This is an optimization exercise on Yosys and OpenROAD, whose aim is small area and a short achievable clock period, not a production implementation.
Function was checked by simulation only, so behaviour that the tests miss may differ from the original.

==> inputs of 10-01 <==
==> flow/design.v <==
module bmul (
    input         clk,
    input  [3:0]  idx,         
    input  [9:0]  dr,
    input  [9:0]  di,
    output [17:0] out          
);
    reg [50-1:0] ctl;
    always @(*) begin
        case (idx)
            4'd0: ctl = 50'h1;
            4'd1: ctl = 50'h10a45c02c10a4;
            4'd2: ctl = 50'h155a900d01558;
            4'd3: ctl = 50'h15ba8c48555b8;
            4'd4: ctl = 50'habae58ab8ab8;
            4'd5: ctl = 50'h8571595b8854;
            4'd6: ctl = 50'hd031b9558d00;
            4'd7: ctl = 50'h2c30350a42c0;
            4'd8: ctl = 50'h3000000002;
            4'd9: ctl = 50'h5c30350a45c0;
            4'd10: ctl = 50'h29031b955a900;
            4'd11: ctl = 50'h28c71595ba8c4;
            4'd12: ctl = 50'h2e5ae58abae58;
            4'd13: ctl = 50'h315a8c4857158;
            4'd14: ctl = 50'h31ba900d031b8;
            4'd15: ctl = 50'h30345c02c3034;
            default: ctl = 50'd0;
        endcase
    end
    wire [10:0] xr = {dr[9], dr};
    wire [10:0] xi = {di[9], di};
    function [11:0] brow;
        input [2:0]  c;      
        input [10:0] x;
        reg [10:0] m;
        begin
            m = c[0] ? x : c[1] ? {x[9:0], 1'b0} : 11'd0;
            m = m ^ {11{c[2]}};
            brow = {c[2], ~m[10], m[9:0]};
        end
    endfunction
    wire [11:0] a0 = brow(ctl[4:2],   xr), a1 = brow(ctl[7:5],   xr),
                a2 = brow(ctl[10:8],  xr), a3 = brow(ctl[13:11], xr);
    wire [11:0] b0 = brow(ctl[16:14], xi), b1 = brow(ctl[19:17], xi),
                b2 = brow(ctl[22:20], xi), b3 = brow(ctl[25:23], xi);
    wire [11:0] c0 = brow(ctl[28:26], xr), c1 = brow(ctl[31:29], xr),
                c2 = brow(ctl[34:32], xr), c3 = brow(ctl[37:35], xr);
    wire [11:0] d0 = brow(ctl[40:38], xi), d1 = brow(ctl[43:41], xi),
                d2 = brow(ctl[46:44], xi), d3 = brow(ctl[49:47], xi);
    wire wr128 = ctl[0], nwi128 = ctl[1];
    wire [15:0] ra0 = {5'b01011, a0[10:0]};
    wire [15:0] ra1 = {3'b000, a1[10:0], 2'b00};
    wire [15:0] ra2 = {1'b0, a2[10:0], 4'b0000};
    wire [15:0] ra3 = {a3[9:0], 1'b0, b2[11], 1'b0, b1[11], 1'b0, b0[11]};
    wire [15:0] rb0 = {5'b00000, b0[10:0]};
    wire [15:0] rb1 = {3'b000, b1[10:0], 2'b00};
    wire [15:0] rb2 = {1'b0, b2[10:0], 4'b0000};
    wire [15:0] rb3 = {b3[9:0], 1'b0, a2[11], 1'b0, a1[11], 1'b0, a0[11]};
    wire [15:0] er  = {(wr128 ? dr[8:0] : nwi128 ? di[8:0] : 9'd0), a3[11], 6'd0};
    wire [15:0] rc0 = {5'b01011, c0[10:0]};
    wire [15:0] rc1 = {3'b000, c1[10:0], 2'b00};
    wire [15:0] rc2 = {1'b0, c2[10:0], 4'b0000};
    wire [15:0] rc3 = {c3[9:0], 1'b0, d2[11], 1'b0, d1[11], 1'b0, d0[11]};
    wire [15:0] rd0 = {5'b00000, d0[10:0]};
    wire [15:0] rd1 = {3'b000, d1[10:0], 2'b00};
    wire [15:0] rd2 = {1'b0, d2[10:0], 4'b0000};
    wire [15:0] rd3 = {d3[9:0], 1'b0, c2[11], 1'b0, c1[11], 1'b0, c0[11]};
    wire [15:0] ei  = wr128 ? {di[8:0], 7'd0}
                            : {8'd0, c3[11] & d3[11], c3[11] ^ d3[11], 6'd0};
    function [31:0] csa;     
        input [15:0] x, y, z;
        begin
            csa = {((x & y) | (x & z) | (y & z)) << 1, x ^ y ^ z};
        end
    endfunction
    wire [31:0] r1a = csa(ra0, ra1, ra2);
    wire [31:0] r1b = csa(ra3, rb0, rb1);
    wire [31:0] r1c = csa(rb2, rb3, er);
    wire [31:0] r2a = csa(r1a[15:0], r1a[31:16], r1b[15:0]);
    wire [31:0] r2b = csa(r1b[31:16], r1c[15:0], r1c[31:16]);
    wire [31:0] r3a = csa(r2a[15:0], r2a[31:16], r2b[15:0]);
    wire [31:0] r4a = csa(r3a[15:0], r3a[31:16], r2b[31:16]);
    wire [31:0] i1a = csa(rc0, rc1, rc2);
    wire [31:0] i1b = csa(rc3, rd0, rd1);
    wire [31:0] i1c = csa(rd2, rd3, ei);
    wire [31:0] i2a = csa(i1a[15:0], i1a[31:16], i1b[15:0]);
    wire [31:0] i2b = csa(i1b[31:16], i1c[15:0], i1c[31:16]);
    wire [31:0] i3a = csa(i2a[15:0], i2a[31:16], i2b[15:0]);
    wire [31:0] i4a = csa(i3a[15:0], i3a[31:16], i2b[31:16]);
    reg [15:0] rs, rc, is_, ic;
    always @(posedge clk) begin
        rs <= r4a[15:0]; rc <= r4a[31:16];
        is_ <= i4a[15:0]; ic <= i4a[31:16];
    end
    wire [15:0] re = rs + rc;
    wire [15:0] im = is_ + ic;
    assign out = {re[15:7], im[15:7]};
endmodule
module fft (
    input clk,
    input rst_n,
    input                   valid_in,
    input wire signed [8:0] FFTInRe,
    input wire signed [8:0] FFTInIm,
    output wire signed [8:0] MDCOutUpRe,
    output wire signed [8:0] MDCOutUpIm,
    output wire signed [8:0] MDCOutDownRe,
    output wire signed [8:0] MDCOutDownIm,
    output wire signed [8:0] FFTOutRe,
    output wire signed [8:0] FFTOutIm
);
    reg  [4:0] ph;
    wire [4:0] ph_n = valid_in ? ph + 5'd1 : ph;    
    always @(posedge clk or negedge rst_n)
        if (!rst_n) ph <= 5'd31;
        else        ph <= ph_n;
    reg ins1, ins2, sel2a, sel3u, sel4u, sel5u, selr_up;
    reg [3:0] rdsel;
    localparam E1 = 2;       
    localparam J2 = 2;       
    wire [4:0] q_ins1 = ph_n + 5'd1 - E1;
    wire [4:0] q_ins2 = ph_n - 5'd24 - J2;
    wire [4:0] q_s4   = ph_n + 5'd1;
    wire [4:0] q_rd   = ph_n;
    always @(posedge clk or negedge rst_n)
        if (!rst_n) begin
            ins1 <= 1'b0; ins2 <= 1'b0; sel2a <= 1'b0; sel3u <= 1'b0;
            sel4u <= 1'b0; sel5u <= 1'b0; selr_up <= 1'b0; rdsel <= 4'd0;
        end else begin
            ins1    <= q_ins1[4];                    
            ins2    <= ~q_ins2[4];                   
            sel2a   <= ph_n[4];                      
            sel3u   <= ph_n[2];
            sel4u   <= ~q_s4[1];
            sel5u   <= ~ph_n[0];
            selr_up <= (ph_n >= 5'd1) && (ph_n <= 5'd16);
            rdsel   <= ph_n[3:0];
        end
    reg  [17:0] s1 [0:16];
    reg  [8:0]  a_re, a_im;           
    reg  [9:0]  d_re, d_im;           
    wire [8:0]  x0_re = s1[15][17:9], x0_im = s1[15][8:0];
    wire [17:0] b_new;
    integer i;
    always @(posedge clk) begin
        s1[0] <= {FFTInRe, FFTInIm};
        for (i = 1; i < 17; i = i + 1)
            s1[i] <= (ins1 && i == E1) ? b_new : s1[i-1];
        a_re <= x0_re + FFTInRe;
        a_im <= x0_im + FFTInIm;
        d_re <= {x0_re[8], x0_re} - {FFTInRe[8], FFTInRe};
        d_im <= {x0_im[8], x0_im} - {FFTInIm[8], FFTInIm};
    end
    reg [3:0] ix1;
    always @(posedge clk) ix1 <= ph_n[3:0];
    bmul mul1 (.clk(clk), .idx(ix1), .dr(d_re), .di(d_im), .out(b_new));
    reg  [17:0] s2 [0:7];
    wire [17:0] d_new;
    wire [17:0] bf2_x0 = sel2a ? s2[7] : s1[16];
    wire [17:0] bf2_x1 = sel2a ? {a_re, a_im} : s1[8];
    wire [8:0]  u2_re = bf2_x0[17:9] + bf2_x1[17:9];
    wire [8:0]  u2_im = bf2_x0[8:0]  + bf2_x1[8:0];
    reg  [9:0]  d2_re, d2_im;
    reg  [2:0]  d2_k;
    always @(posedge clk) begin
        s2[0] <= {a_re, a_im};
        for (i = 1; i < 8; i = i + 1)
            s2[i] <= (ins2 && i == J2) ? d_new : s2[i-1];
        d2_re <= {bf2_x0[17], bf2_x0[17:9]} - {bf2_x1[17], bf2_x1[17:9]};
        d2_im <= {bf2_x0[8],  bf2_x0[8:0]}  - {bf2_x1[8],  bf2_x1[8:0]};
        d2_k  <= ph[2:0];
    end
    bmul mul2 (.clk(clk), .idx({d2_k, 1'b0}), .dr(d2_re), .di(d2_im), .out(d_new));
    reg  [17:0] s3 [0:3];
    wire [17:0] bf3_x0 = sel3u ? s3[3] : s2[7];
    wire [17:0] bf3_q  = sel3u ? bf2_x0 : s2[3];
    wire [17:0] bf3_r  = sel3u ? bf2_x1 : 18'd0;
    reg  [17:0] u3;
    reg  [17:0] x3;                  
    reg         x3u;
    reg  [1:0]  d3_k;
    always @(posedge clk) begin
        s3[0] <= {u2_re, u2_im};
        for (i = 1; i < 4; i = i + 1) s3[i] <= s3[i-1];
        u3[17:9] <= bf3_x0[17:9] + bf3_q[17:9] + bf3_r[17:9];
        u3[8:0]  <= bf3_x0[8:0]  + bf3_q[8:0]  + bf3_r[8:0];
        x3  <= bf3_x0;
        x3u <= sel3u;
        d3_k <= ph[1:0];
    end
    wire [17:0] x3b = x3u ? s3[0] : s2[4];
    wire [9:0]  d3_re = {x3[17], x3[17:9]} - {x3b[17], x3b[17:9]};
    wire [9:0]  d3_im = {x3[8],  x3[8:0]}  - {x3b[8],  x3b[8:0]};
    reg  [10:0] t3_re, t3_im;
    reg         t3_mul;
    wire [10:0] e3_re = {d3_re[9], d3_re}, e3_im = {d3_im[9], d3_im};
    always @(posedge clk) begin
        t3_mul <= d3_k[0];
        case (d3_k)
            2'd0: begin t3_re <= e3_re;          t3_im <= e3_im;          end
            2'd1: begin t3_re <= e3_re + e3_im;  t3_im <= e3_im - e3_re;  end
            2'd2: begin t3_re <= e3_im;          t3_im <= -e3_re;         end
            default: begin t3_re <= e3_im - e3_re; t3_im <= -e3_re - e3_im; end
        endcase
    end
    wire signed [10:0] t3_re_s = t3_re, t3_im_s = t3_im;
    wire signed [17:0] p3_re = t3_re_s * 18'sd90;
    wire signed [17:0] p3_im = t3_im_s * 18'sd90;
    reg  [17:0] v3;
    reg  [17:0] l4 [0:1];
    always @(posedge clk) begin
        v3 <= t3_mul ? {p3_re[15:7], p3_im[15:7]} : {t3_re[8:0], t3_im[8:0]};
        l4[0] <= v3;
        l4[1] <= l4[0];
    end
    reg  [17:0] s4 [0:1];
    reg         k4;
    wire [17:0] bf4_x0 = sel4u ? s4[1] : l4[1];
    wire [17:0] bf4_x1 = sel4u ? u3 : v3;
    wire [8:0]  u4_re = bf4_x0[17:9] + bf4_x1[17:9];
    wire [8:0]  u4_im = bf4_x0[8:0]  + bf4_x1[8:0];
    wire [8:0]  v4_re = k4 ? bf4_x0[8:0] - bf4_x1[8:0]   : bf4_x0[17:9] - bf4_x1[17:9];
    wire [8:0]  v4_im = k4 ? bf4_x1[17:9] - bf4_x0[17:9] : bf4_x0[8:0]  - bf4_x1[8:0];
    always @(posedge clk or negedge rst_n)
        if (!rst_n) k4 <= 1'b0;
        else        k4 <= ~ph_n[0];
    reg  [17:0] s5;
    reg  [17:0] l5 [0:1];
    always @(posedge clk) begin
        s4[0] <= u3;
        s4[1] <= s4[0];
        s5    <= {u4_re, u4_im};
        l5[0] <= {v4_re, v4_im};
        l5[1] <= l5[0];
    end
    wire [17:0] bf5_p = sel5u ? s5 : l5[1];
    wire [17:0] bf5_q = sel5u ? bf4_x0 : l5[0];
    wire [17:0] bf5_r = sel5u ? bf4_x1 : 18'd0;
    reg  [17:0] mu, md;
    always @(posedge clk) begin
        mu[17:9] <= bf5_p[17:9] + bf5_q[17:9] + bf5_r[17:9];
        mu[8:0]  <= bf5_p[8:0]  + bf5_q[8:0]  + bf5_r[8:0];
        md[17:9] <= bf5_p[17:9] - bf5_q[17:9] - bf5_r[17:9];
        md[8:0]  <= bf5_p[8:0]  - bf5_q[8:0]  - bf5_r[8:0];
    end
    assign MDCOutUpRe   = mu[17:9];
    assign MDCOutUpIm   = mu[8:0];
    assign MDCOutDownRe = md[17:9];
    assign MDCOutDownIm = md[8:0];
    reg  [17:0] dl [0:15];
    reg  [17:0] r  [0:23];
    reg  [17:0] fo;
    always @(posedge clk) begin
        dl[0] <= md;
        for (i = 1; i < 16; i = i + 1) dl[i] <= dl[i-1];
        r[0] <= selr_up ? mu : dl[15];
        for (i = 1; i < 24; i = i + 1) r[i] <= r[i-1];
        case (rdsel)    
            4'd0:  fo <= r[14];
            4'd1:  fo <= r[7];
            4'd2:  fo <= r[12];
            4'd3:  fo <= r[5];
            4'd4:  fo <= r[16];
            4'd5:  fo <= r[9];
            4'd6:  fo <= r[14];
            4'd7:  fo <= r[7];
            4'd8:  fo <= r[21];
            4'd9:  fo <= r[14];
            4'd10: fo <= r[19];
            4'd11: fo <= r[12];
            4'd12: fo <= r[23];
            4'd13: fo <= r[16];
            4'd14: fo <= r[21];
            default: fo <= r[14];
        endcase
    end
    assign FFTOutRe = fo[17:9];
    assign FFTOutIm = fo[8:0];
endmodule
==> flow/run.sh <==
#!/bin/bash
# synth_recipe.tcl (not shown) runs the flow's synth.tcl, then flattens the netlist and writes it again
# the make line also repeats each setting of config.mk as NAME=value (left out here)
make -C /OpenROAD-flow-scripts/flow DESIGN_CONFIG=/design/flow/config.mk WORK_HOME=/design/flow/orfs CLKGATE_MAP_FILE= SYNTH_SCRIPT=/design/flow/synth_recipe.tcl finish
==> flow/config.mk <==
export PLATFORM = sky130hd
export DESIGN_NAME = fft
export DESIGN_NICKNAME = fft
export VERILOG_FILES = /design/flow/design.v
export SDC_FILE = /design/flow/constraint.sdc
export NUM_CORES = 4
export LEC_CHECK = 0
export CAP_MARGIN = 20
export CORE_MARGIN = 2
export CORE_UTILIZATION = 40
export SETUP_SLACK_MARGIN = 5
export SLEW_MARGIN = 20
==> flow/constraint.sdc <==
create_clock -name core_clock -period 10.0 [get_ports {clk}]
set_input_delay 2.0000 -clock core_clock [delete_from_list [all_inputs] [get_ports {clk}]]
set_output_delay 2.0000 -clock core_clock [all_outputs]
set_load 0.01 [all_outputs]
==> 04-17: changes against 10-01 <==
--- a/flow/config.mk
+++ b/flow/config.mk
@@ -8,5 +8,5 @@
 export CAP_MARGIN = 20
 export CORE_MARGIN = 2
-export CORE_UTILIZATION = 40
+export CORE_UTILIZATION = 60
 export SETUP_SLACK_MARGIN = 5
 export SLEW_MARGIN = 20
==> impl_metrics.tcl <==
set metrics [dict create \
    fin_skew_ns 0.06337 \
    outcome "no timing/DRC/antenna violations" \
    met3_length_um 5383 \
    die_w_um 410.5 \
    dr.pass1.iters 5 \
    drive_above_1_share_pct 8.366 \
    vias 37951 \
    grt_use_met1_pct 21.46 \
    dp_slack_ns 5.331 \
    clk_pin_slew_ns 0.07 \
]
That was 10-01.
==> impl_metrics.tcl <==
set metrics [dict create \
    grt_use_met1_pct 31.95 \
    outcome "no timing/DRC/antenna violations" \
    met3_length_um 5072 \
    drive_above_1_share_pct 8.208 \
    fin_skew_ns 0.06476 \
    dp_slack_ns 5.356 \
    dr.pass1.iters 6 \
    vias 37966 \
]
That was 04-17.

## separate check: timing with driven ports
The results above use ideal ports. As a check the final layouts listed here were re-extracted and re-timed, cells and wires unchanged. Step 1, drivers: a clkbuf_16 drives clk and a buf_2 each remaining input, both assumed. Step 2, shift: input delay + t, output delay - t, t = (earliest + latest rising clock arrival at the registers) / 2. This alone moves slack from input paths to output paths. a / b / c = no drivers / after step 1 / after step 2; a / b = the first two.
run | t, ns | setup slack, ns | worst register clock-pin slew, ns
10-01 | 0.873 | 5.257 / 5.257 / 5.255 | 0.07 / 0.07
04-17 | 0.828 | 5.280 / 5.280 / 5.280 | 0.07 / 0.07
After both steps every run listed still meets setup and hold. For 10-01, which loses most, drivers alone change the setup slack by 0.000 ns; drivers and shift together by -0.002 ns.
